Source: an optimization exercise on an open RTL-to-GDS flow (aim: small area). Production flows keep margins and buffers that such runs may drop. RTL that was checked went through simulation tests only; none was proved equivalent to the original. Power figures rest on the tool's default switching activity, not on a simulated workload.

==> 08-20: inputs <==
==> flow/design.v (excerpt) <==
module part1(clk, rst, imem_addr, imem_data, dmem_addr, dmem_wdata, dmem_we, dmem_re, dmem_rdata, wb_we, wb_addr, wb_data);
export LEC_CHECK = 0
export CAP_MARGIN = 0
export CORE_MARGIN = 2
export CORE_UTILIZATION = 40
export SLEW_MARGIN = 0
export SYNTH_HIERARCHICAL = 1
create_clock -name core_clock -period 10.0 [get_ports {clk}]
standard.sh (not shown) runs the stock make flow with config.mk's settings and CLKGATE_MAP_FILE= SYNTH_SCRIPT=/design/flow/synth_recipe.tcl, a recipe that flattens the netlist after the stock synthesis.
==> flow/flow/run.sh <==
#!/bin/bash
# Layout: the standard ORFS flow (standard.sh), with two changes:
#  - the port buffers are the smallest buffer (buf_1) instead of ORFS's pick;
#  - the clock tree uses larger sink clusters and no dummy loads.
set -euo pipefail
export BUFFER_PORTS_ARGS="-buffer_cell sky130_fd_sc_hd__buf_1"
export CTS_ARGS="-sink_clustering_enable -repair_clock_nets -dont_use_dummy_load -sink_clustering_size 28 -sink_clustering_max_diameter 120 -buf_list sky130_fd_sc_hd__clkbuf_16"
bash standard.sh > standard.log 2>&1
==> 11-22 (differences from 08-20) <==
--- a/flow/design.v
+++ b/flow/design.v
@@ -51,17 +51,14 @@
 assign y = a ^ b;
 endmodule
 module bsel(input onen, input twon, input neg, input xn, input yn, output q);
 wire t;
 oa22n u0 (.a(onen), .b(xn), .c(twon), .d(yn), .y(t));
 xor2m u1 (.a(t), .b(neg), .y(q));
 endmodule
-module and2m(input a, input b, output y);
-assign y = a & b;
-endmodule
 module mul16(input [15:0] a, input [15:0] b, output [15:0] p);
 wire [15:0] an = ~a;
 wire one0 = b[0] ^ 1'b0;
 wire two0 = (b[1] & ~b[0] & ~1'b0) | (~b[1] & b[0] & 1'b0);
 wire neg0 = b[1];
 wire onen0 = ~one0;
 wire twon0 = ~two0;
@@ -278,31 +275,14 @@
         ao222n u2 (sel[7],  r[ 96+i], sel[8],  r[112+i], sel[9],  r[128+i], x[2]);
         ao222n u3 (sel[10], r[144+i], sel[11], r[160+i], sel[12], r[176+i], x[3]);
         ao222n u4 (sel[13], r[192+i], sel[14], r[208+i], sel[15], r[224+i], x[4]);
         assign xo[5*i +: 5] = x;
     end
 endgenerate
 endmodule
-module rdsel(input [3:0] a, output [15:0] sel);
-wire [3:0] lo, hi;
-assign lo[0] = ~a[1] & ~a[0];
-assign lo[1] = ~a[1] &  a[0];
-assign lo[2] =  a[1] & ~a[0];
-assign lo[3] =  a[1] &  a[0];
-assign hi[0] = ~a[3] & ~a[2];
-assign hi[1] = ~a[3] &  a[2];
-assign hi[2] =  a[3] & ~a[2];
-assign hi[3] =  a[3] &  a[2];
-genvar i;
-generate
-    for (i = 0; i < 16; i = i + 1) begin : s
-        and2m u (.a(lo[i % 4]), .b(hi[i / 4]), .y(sel[i]));
-    end
-endgenerate
-endmodule
 `timescale 1ns / 1ps
 module part1(clk, rst, imem_addr, imem_data, dmem_addr, dmem_wdata, dmem_we, dmem_re, dmem_rdata, wb_we, wb_addr, wb_data);
 input clk;
 input rst;
 output [15:0] imem_addr;
 input  [15:0] imem_data;
 output [15:0] dmem_addr;
@@ -358,16 +338,21 @@
 wire d_sw  = (op == 4'h9);
 wire d_beq = (op == 4'ha);
 wire d_jr  = (op == 4'hb);
 wire d_j   = (op == 4'hc);
 wire d_jal = (op == 4'hd);
 wire [3:0] ra2 = (d_sll | d_srl) ? 4'd0 : (d_sw | d_beq) ? fA : fC;
 wire [15:0] sel1, sel2;
-rdsel ds1 (.a(fB), .sel(sel1));
-rdsel ds2 (.a(ra2), .sel(sel2));
+genvar gs;
+generate
+    for (gs = 0; gs < 16; gs = gs + 1) begin : g_sel
+        assign sel1[gs] = (fB == gs);
+        assign sel2[gs] = (ra2 == gs);
+    end
+endgenerate
 wire [79:0] x1, x2;
 rdport rp1 (.sel(sel1), .r(rf), .xo(x1));
 rdport rp2 (.sel(sel2), .r(rf), .xo(x2));
 wire [15:0] oh = {16{d_sll | d_srl}} & (16'd1 << fC);
 wire [15:0] rd1, rd2, b_n;
 genvar go;
 generate
==> flow/config.mk (replaced) <==
export PLATFORM = sky130hd
export DESIGN_NAME = part1
export DESIGN_NICKNAME = part1
export VERILOG_FILES = /design/flow/design.v
export SDC_FILE = /design/flow/constraint.sdc
export NUM_CORES = 4
export LEC_CHECK = 0
export CAP_MARGIN = 0
export CORE_MARGIN = 2
export CORE_UTILIZATION = 60
export SLEW_MARGIN = 0
export SYNTH_HIERARCHICAL = 1
==> 12-24 (differences from 08-20) <==
--- a/flow/design.v
+++ b/flow/design.v
@@ -51,17 +51,14 @@
 assign y = a ^ b;
 endmodule
 module bsel(input onen, input twon, input neg, input xn, input yn, output q);
 wire t;
 oa22n u0 (.a(onen), .b(xn), .c(twon), .d(yn), .y(t));
 xor2m u1 (.a(t), .b(neg), .y(q));
 endmodule
-module and2m(input a, input b, output y);
-assign y = a & b;
-endmodule
 module mul16(input [15:0] a, input [15:0] b, output [15:0] p);
 wire [15:0] an = ~a;
 wire one0 = b[0] ^ 1'b0;
 wire two0 = (b[1] & ~b[0] & ~1'b0) | (~b[1] & b[0] & 1'b0);
 wire neg0 = b[1];
 wire onen0 = ~one0;
 wire twon0 = ~two0;
@@ -264,42 +261,25 @@
 wire x67 = c53 ^ x65;
 wire x68 = x66 ^ x67;
 wire x69 = c54 ^ x68;
 wire x70 = x69 ^ c55;
 wire x71 = x70 ^ c56;
 assign p[15] = x71;   
 endmodule
-module rdport(input [15:0] sel, input [239:0] r, output [79:0] xo);
+module rdport(input [15:0] sel, input [239:0] r, output [15:0] o);
 genvar i;
 generate
     for (i = 0; i < 16; i = i + 1) begin : b
         wire [4:0] x;
         ao222n u0 (sel[1],  r[  0+i], sel[2],  r[ 16+i], sel[3],  r[ 32+i], x[0]);
         ao222n u1 (sel[4],  r[ 48+i], sel[5],  r[ 64+i], sel[6],  r[ 80+i], x[1]);
         ao222n u2 (sel[7],  r[ 96+i], sel[8],  r[112+i], sel[9],  r[128+i], x[2]);
         ao222n u3 (sel[10], r[144+i], sel[11], r[160+i], sel[12], r[176+i], x[3]);
         ao222n u4 (sel[13], r[192+i], sel[14], r[208+i], sel[15], r[224+i], x[4]);
-        assign xo[5*i +: 5] = x;
-    end
-endgenerate
-endmodule
-module rdsel(input [3:0] a, output [15:0] sel);
-wire [3:0] lo, hi;
-assign lo[0] = ~a[1] & ~a[0];
-assign lo[1] = ~a[1] &  a[0];
-assign lo[2] =  a[1] & ~a[0];
-assign lo[3] =  a[1] &  a[0];
-assign hi[0] = ~a[3] & ~a[2];
-assign hi[1] = ~a[3] &  a[2];
-assign hi[2] =  a[3] & ~a[2];
-assign hi[3] =  a[3] &  a[2];
-genvar i;
-generate
-    for (i = 0; i < 16; i = i + 1) begin : s
-        and2m u (.a(lo[i % 4]), .b(hi[i / 4]), .y(sel[i]));
+        assign o[i] = ~&x;
     end
 endgenerate
 endmodule
 `timescale 1ns / 1ps
 module part1(clk, rst, imem_addr, imem_data, dmem_addr, dmem_wdata, dmem_we, dmem_re, dmem_rdata, wb_we, wb_addr, wb_data);
 input clk;
 input rst;
@@ -358,93 +338,63 @@
 wire d_sw  = (op == 4'h9);
 wire d_beq = (op == 4'ha);
 wire d_jr  = (op == 4'hb);
 wire d_j   = (op == 4'hc);
 wire d_jal = (op == 4'hd);
 wire [3:0] ra2 = (d_sll | d_srl) ? 4'd0 : (d_sw | d_beq) ? fA : fC;
 wire [15:0] sel1, sel2;
-rdsel ds1 (.a(fB), .sel(sel1));
-rdsel ds2 (.a(ra2), .sel(sel2));
-wire [79:0] x1, x2;
-rdport rp1 (.sel(sel1), .r(rf), .xo(x1));
-rdport rp2 (.sel(sel2), .r(rf), .xo(x2));
-wire [15:0] oh = {16{d_sll | d_srl}} & (16'd1 << fC);
-wire [15:0] rd1, rd2, b_n;
-genvar go;
+genvar gs;
 generate
-    for (go = 0; go < 16; go = go + 1) begin : g_rd
-        assign rd1[go] = ~&x1[5*go +: 5];
-        assign rd2[go] = ~&x2[5*go +: 5];
-        assign b_n[go] = ~&x2[5*go +: 5] | oh[go];
+    for (gs = 0; gs < 16; gs = gs + 1) begin : g_sel
+        assign sel1[gs] = (fB == gs);
+        assign sel2[gs] = (ra2 == gs);
     end
 endgenerate
+wire [15:0] rd1, rd2;
+rdport rp1 (.sel(sel1), .r(rf), .o(rd1));
+rdport rp2 (.sel(sel2), .r(rf), .o(rd2));
 wire x_beq = (op_x == 4'ha);
 wire x_jal = (op_x == 4'hd);
 wire x_mem = op_x[3];
 wire x_sub = ~op_x[3] & ((op_x[2:0] == 3'd1) | (op_x[2:0] == 3'd6));
-wire [15:0] xab = a_x ^ b_x;
-wire zero_x;
+wire zero_x = (a_x == b_x);
 wire [15:0] b2 = x_mem ? {12'd0, imm_x} : b_x;
 wire [15:0] sum;
 wire cout;
 add16 u_add (.a(a_x), .b(b2 ^ {16{x_sub}}), .ci(x_sub), .s(sum), .co(cout));
-assign zero_x = ~|xab;
 wire le = ~cout | zero_x;
 wire [15:0] prod;
 mul16 u_mul (.a(a_x), .b(b_x), .p(prod));
-wire s_sum = ~op_x[2] & ~op_x[1];                   
-wire s_and = ~op_x[3] & (op_x[2:0] == 3'd2);
-wire s_xor = ~op_x[3] & (op_x[2:0] == 3'd3);
-wire s_mul = ~op_x[3] & op_x[2] & ~(op_x[1] ^ op_x[0]);    
-wire s_srl = ~op_x[3] & (op_x[2:0] == 3'd5);
-wire s_com = ~op_x[3] & (op_x[2:0] == 3'd6);
-wire [15:0] res;
-genvar gr;
-generate
-    for (gr = 0; gr < 16; gr = gr + 1) begin : g_res
-        wire y0, y1;
-        ao222n u0 (s_sum, sum[gr], s_xor, xab[gr], s_mul, prod[gr], y0);
-        ao222n u1 (s_srl, prod[15-gr], x_jal, npc_x[gr], s_and, a_x[gr] & b_x[gr], y1);
-        if (gr == 0)
-            assign res[gr] = ~(y0 & y1) | (s_com & le);
-        else
-            assign res[gr] = ~(y0 & y1);
-    end
-endgenerate
+reg [15:0] res;
+always @(*) begin
+    case (op_x[2:0])
+        3'd0, 3'd1: res = sum;
+        3'd2: res = a_x & b_x;
+        3'd3: res = a_x ^ b_x;
+        3'd5: res = rev16(prod);
+        3'd6: res = {15'd0, le};
+        default: res = prod;
+    endcase
+    if (x_jal) res = npc_x;
+end
 wire taken = x_beq & zero_x;
 wire [15:0] btgt, pc1;
 add16_4 u_bt (.a(npc_x), .b(imm_x), .s(btgt));
 inc16 u_inc (.a(pc), .s(pc1));
-wire d_jmp = d_j | d_jal;
-wire p_jr = ~rst & d_jr;
-wire p_jp = ~rst & ~d_jr & d_jmp;
-wire p_tk = ~rst & ~d_jr & ~d_jmp & taken;
-wire p_nx = ~rst & ~d_jr & ~d_jmp & ~taken;
-wire [15:0] pc_n;
-genvar gp;
-generate
-    for (gp = 0; gp < 16; gp = gp + 1) begin : g_pc
-        wire y0;
-        if (gp < 12) begin : lo
-            ao222n u0 (p_jr, rd1[gp], p_jp, inst[gp], p_tk, btgt[gp], y0);
-            assign pc_n[gp] = ~y0 | (p_nx & pc1[gp]);
-        end else begin : hi
-            ao222n u0 (p_jr, rd1[gp], p_jp | p_nx, pc1[gp], p_tk, btgt[gp], y0);
-            assign pc_n[gp] = ~y0;
-        end
-    end
-endgenerate
+wire [15:0] pc_n = d_jr ? rd1 :
+                   (d_j | d_jal) ? {pc1[15:12], inst[11:0]} :
+                   taken ? btgt : pc1;
 wire x_wen = ~op_x[3] | (op_x == 4'h8) | x_jal;
 always @(posedge clk) begin
-    pc <= pc_n;
+    pc <= rst ? 16'd0 : pc_n;
     a_x   <= d_srl ? rev16(rd1) : rd1;
-    b_x   <= b_n;
+    b_x   <= rd2 | ({16{d_sll | d_srl}} & (16'd1 << fC));
     npc_x <= pc1;
     imm_x <= fC;
-    op_x  <= op | {rst, rst, rst, 1'b0};    
+    op_x  <= rst ? 4'hf : op;
     wa_x  <= d_jal ? 4'hf : fA;
     res_m <= res;
     sd_m  <= b_x;
     wa_m  <= wa_x;
     wen_m <= ~rst & x_wen & (wa_x != 4'd0);
     we_m  <= ~rst & (op_x == 4'h9);
     re_m  <= ~rst & (op_x == 4'h8);
==> flow/run.sh (new file) <==
#!/bin/bash
# synth_recipe.tcl (not shown) runs the flow's synth.tcl, then flattens the netlist and writes it again
# the make line also repeats each setting of config.mk as NAME=value (left out here)
make -C /OpenROAD-flow-scripts/flow DESIGN_CONFIG=/design/flow/config.mk WORK_HOME=/design/flow/orfs CLKGATE_MAP_FILE= SYNTH_SCRIPT=/design/flow/synth_recipe.tcl finish
==> flow/config.mk (replaced) <==
export PLATFORM = sky130hd
export DESIGN_NAME = part1
export DESIGN_NICKNAME = part1
export VERILOG_FILES = /design/flow/design.v
export SDC_FILE = /design/flow/constraint.sdc
export NUM_CORES = 4
export LEC_CHECK = 0
export CAP_MARGIN = 20
export CORE_MARGIN = 2
export CORE_UTILIZATION = 40
export CTS_BUF_LIST = sky130_fd_sc_hd__clkbuf_16
export CTS_CLUSTER_DIAMETER = 100
export CTS_CLUSTER_SIZE = 30
export SLEW_MARGIN = 20
export SYNTH_HIERARCHICAL = 1
removed: flow/flow/run.sh
removed: flow/standard.sh
==> results.txt <==
In 11-22 the routed wire length is lower than in 12-24, by 9.9%.
08-20 completed without violations. 12-24 completed without violations. 11-22 passed the timing, design-rule and antenna checks.
Design area, highest first: 12-24, 08-20, 11-22.
Power, lowest first: 11-22, 08-20, 12-24.
In 08-20 the non-clock buffer count is lower than in 12-24, by 23.
In critical path depth, 11-22 and 08-20 do not differ.
Of 11-22 and 12-24, 12-24 has the higher combinational power (gap about 30%, measured against 12-24).
Between 08-20 and 12-24, the lower area after synthesis is in 08-20 (gap 1.9%, measured against 12-24).
Maximum frequency, highest first: 08-20, 12-24, 11-22.
==> figures <==
metric                                                                          11-22          08-20          12-24
Result of the run                                            timing/DRC/antenna clean  timing/DRC/antenna clean  timing/DRC/antenna clean
Metal2 WL                                                                    26400 um       28200 um       29300 um
Non-clock buffer share                                                          3.48%          3.21%          6.88%
Post-Syn Area per Cell                                                     13.7 sq um     13.4 sq um     12.9 sq um
Core box area                                                            0.0296 sq mm   0.0454 sq mm   0.0464 sq mm
Combined area of all synthesized cells                                   0.0181 sq mm   0.0184 sq mm   0.0187 sq mm
Area taken by multi-input logic gates                                   0.00792 sq mm  0.00800 sq mm  0.00853 sq mm
Instance count after placement with tap cells included                           1812           2059           2150
Count of routing violations after the opening detailed-route iteration           2390           2483           2159
Final design area excluding fillers                                      0.0196 sq mm   0.0199 sq mm   0.0214 sq mm
RD Place Congestion                                                             0.947          0.893          0.875
Detail-routed net length per standard cell                                    29.6 um        28.3 um        27.6 um
Worst Clk Skew                                                              0.0431 ns      0.0258 ns      0.0619 ns
Post-synthesis cell count                                                        1318           1367           1451
First-pass GRT wire length                                                   79600 um       86100 um       87500 um
Sequential logic power                                                        1.99 mW        2.04 mW        2.30 mW
Placed instance area                                                     0.0192 sq mm   0.0195 sq mm   0.0208 sq mm
Clock group                                                                  0.756 mW       0.784 mW       0.937 mW
For 08-20 and 12-24, only the layout was checked, not whether the RTL still works.

[re-timing with driven ports]
How much do the figures lean on ideal ports? The routed layouts below were timed once more, with nothing changed but the port constraints. Step 1 (the two cells are an assumption about what drives the block):
set clk [get_ports {clk}]
set_driving_cell -lib_cell sky130_fd_sc_hd__clkbuf_16 $clk
set_driving_cell -lib_cell sky130_fd_sc_hd__buf_2 [delete_from_list [all_inputs] $clk]
Step 2 also shifts input and output timing later by t, the mid clock arrival at the registers, as if the neighbouring blocks saw the same clock. Slacks: ideal ports / drivers / drivers and shift; pairs: ideal ports / drivers.
run | shift t [ns] | setup slack, ns | cell pins on the clock port's net
08-20 | 0.580 | 1.486 / 1.486 / 1.486 | 1
11-22 | 0.564 | 1.204 / 1.204 / 1.204 | 1
12-24 | 0.600 | 1.462 / 1.462 / 1.462 | 1
After both steps setup and hold are still met in every run listed.
